Source: an optimization exercise on an open RTL-to-GDS flow (aim: small area and a short achievable clock period). Production flows keep margins and buffers that such runs may drop. In this exercise RTL edits were held to simulation tests only and were not proved equivalent to the original. No activity file was given, so power comes from the tool's default toggle rates.

## bitmanip_pipe
module bitmanip_pipe(CLK,
                     RST_N,
                     mav_putvalue_instr,
                     mav_putvalue_src1,
                     mav_putvalue_src2,
                     mav_putvalue_src3,
                     EN_mav_putvalue,
                     mav_putvalue,
                     RDY_mav_putvalue,
                     mv_scopbusy,
                     RDY_mv_scopbusy);
Size in the first run: roughly 6600 cells after synthesis, ~170 I/O pins, ~35000 sq um of cells after synthesis.
export LEC_CHECK = 0
export ABC_AREA = 1
export CAP_MARGIN = 20
export CORE_MARGIN = 2
export CORE_UTILIZATION = 40
export SLEW_MARGIN = 20
export TNS_END_PERCENT = 10
create_clock -name core_clock -period 26.0 [get_ports {CLK}]
standard.sh (not shown) runs the stock make flow with config.mk's settings and CLKGATE_MAP_FILE= SYNTH_SCRIPT=/design/flow/synth_recipe.tcl, a recipe that flattens the netlist after the stock synthesis.
==> flow/flow/run.sh <==
#!/bin/bash
# Own layout flow: the standard ORFS flow (standard.sh), run in two parts,
# with
#  - synthesis without full/half-adder cell extraction (ADDER_MAP_FILE empty),
#    so ABC maps the XOR/majority logic itself; registers are unchanged,
#  - port buffers of type buf_2 instead of the default delay-buffer cell,
set -uo pipefail
B="BUFFER_PORTS_ARGS=-buffer_cell sky130_fd_sc_hd__buf_2"
attempt() {
  local u=$1
  rm -f out/final.def
  if [ -d orfs ]; then mv orfs "orfs_before_u$u"; fi
  bash standard.sh ADDER_MAP_FILE= SETUP_SLACK_MARGIN=17 SKIP_GATE_CLONING=1 CORE_UTILIZATION=$u "$B" cts \
    > "flow_u${u}_to_cts.log" 2>&1 || return 1
  bash standard.sh ADDER_MAP_FILE= SETUP_SLACK_MARGIN=16.6 SKIP_GATE_CLONING=1 CORE_UTILIZATION=$u "$B" finish \
    > "flow_u${u}_finish.log" 2>&1 || return 1
  python3 - > "flow_u${u}_drc_check.log" 2>&1 <<'PY' || return 1
import glob, json, sys
f = glob.glob("orfs/logs/*/bitmanip_pipe/base/5_2_route.json")
n = json.load(open(f[0])).get("detailedroute__route__drc_errors", 1) if f else 1
print("detailed route violations:", n)
sys.exit(0 if n == 0 else 1)
PY
  [ -f out/final.def ]
}
attempt 40 || attempt 35 || attempt 30
Change:
--- a/flow/design.v
+++ b/flow/design.v
@@ -158,31 +158,29 @@
       else if (q < 16)
         P = k_packu ? a[q+16] : k_packh ? b[q-8] : k_sextb ? a[7] : a[q];
       else
         P = k_packu ? b[q] : k_pack ? b[q-16] : k_packh ? 1'b0 :
             k_sextb ? a[7] : k_sexth ? a[15] : a[q];
       Q = (k_qb & b[q]) | (k_qc & c[q]) | (k_qo & d0[q % 4] & d1[q / 4]);
       t10 = T10 | (k_cmix & b[q]);
       t01 = T01 | (k_cmix & ~b[q]);
       su[q] = (P & Q & t11) | (P & ~Q & t10) | (~P & Q & t01) | (~P & ~Q & t00);
     end
   end
-  wire [31:0] fast =
-      ({32{s_shf}} & shf) |
-      ({32{s_add}} & sum) |
-      ({32{s_lg | s_m3 | s_pk | s_sbx}} & su);
-  wire [31:0] r4 = s_cnt ? {26'd0, cnt} : fast;
-  wire [31:0] r3 = s_crc ? crc : r4;
-  wire [31:0] r2 = s_sbe ? {31'd0, pu_y[0]} : r3;
-  wire [31:0] r1 = s_pu ? pu_y : r2;
-  wire [31:0] res = s_clm ? clm : r1;
+  wire [31:0] r6 = s_sbe ? {31'd0, pu_y[0]} : shf;
+  wire [31:0] r5 = s_cnt ? {26'd0, cnt} : r6;
+  wire [31:0] r4 = s_crc ? crc : r5;
+  wire [31:0] r3 = s_pu ? pu_y : r4;
+  wire [31:0] r2 = s_clm ? clm : r3;
+  wire [31:0] r1 = (s_lg | s_m3 | s_pk | s_sbx) ? su : r2;
+  wire [31:0] res = s_add ? sum : r1;
   assign mav_putvalue = {res, valid};
 endmodule
 module bm_pu(input [31:0] a, input [31:0] b, input [31:0] c, input [31:0] in,
              input [5:0] amt, input d_bfp, input d_bext, input d_bdep,
              input d_plain, input d_grv, input d_gor, output [31:0] y);
   function geqc;
     input [5:0] x;
     input integer C;
     integer i;
     begin
       geqc = 1'b1;
After rerunning:
- flip-flop and latch count stays the same
- die area went down by a few percent
- cell count went down by a few percent
- worst setup slack degrades by 72 ps
- global-route usage went up by 1.2 points
- power went up slightly

## re-timing with driven ports
In the flow no input, the clock included, has a driving cell. The finished layouts below were timed again as built, in two steps. Step 1 assumes that a clkbuf_16 drives the clock port and a buf_2 every other input. Step 2, shift: input delay + t, output delay - t, t = (earliest + latest rising clock arrival at the registers) / 2. This alone moves slack from input paths to output paths. Three values: no drivers, after step 1, after step 2; two values: the first two.
| run | t, ns | slack for setup (ns) | worst register clock-pin slew, ns |
|---|---|---|---|
| the first run | 0.327 | 16.607 / 16.584 / 16.257 | 0.05 / 0.05 |
| the second run | 0.324 | 16.535 / 16.451 / 16.127 | 0.07 / 0.07 |
After both steps setup and hold are still met in every run listed. For the second run, which loses most, drivers alone change the setup slack by -0.084 ns; drivers and shift together by -0.408 ns.
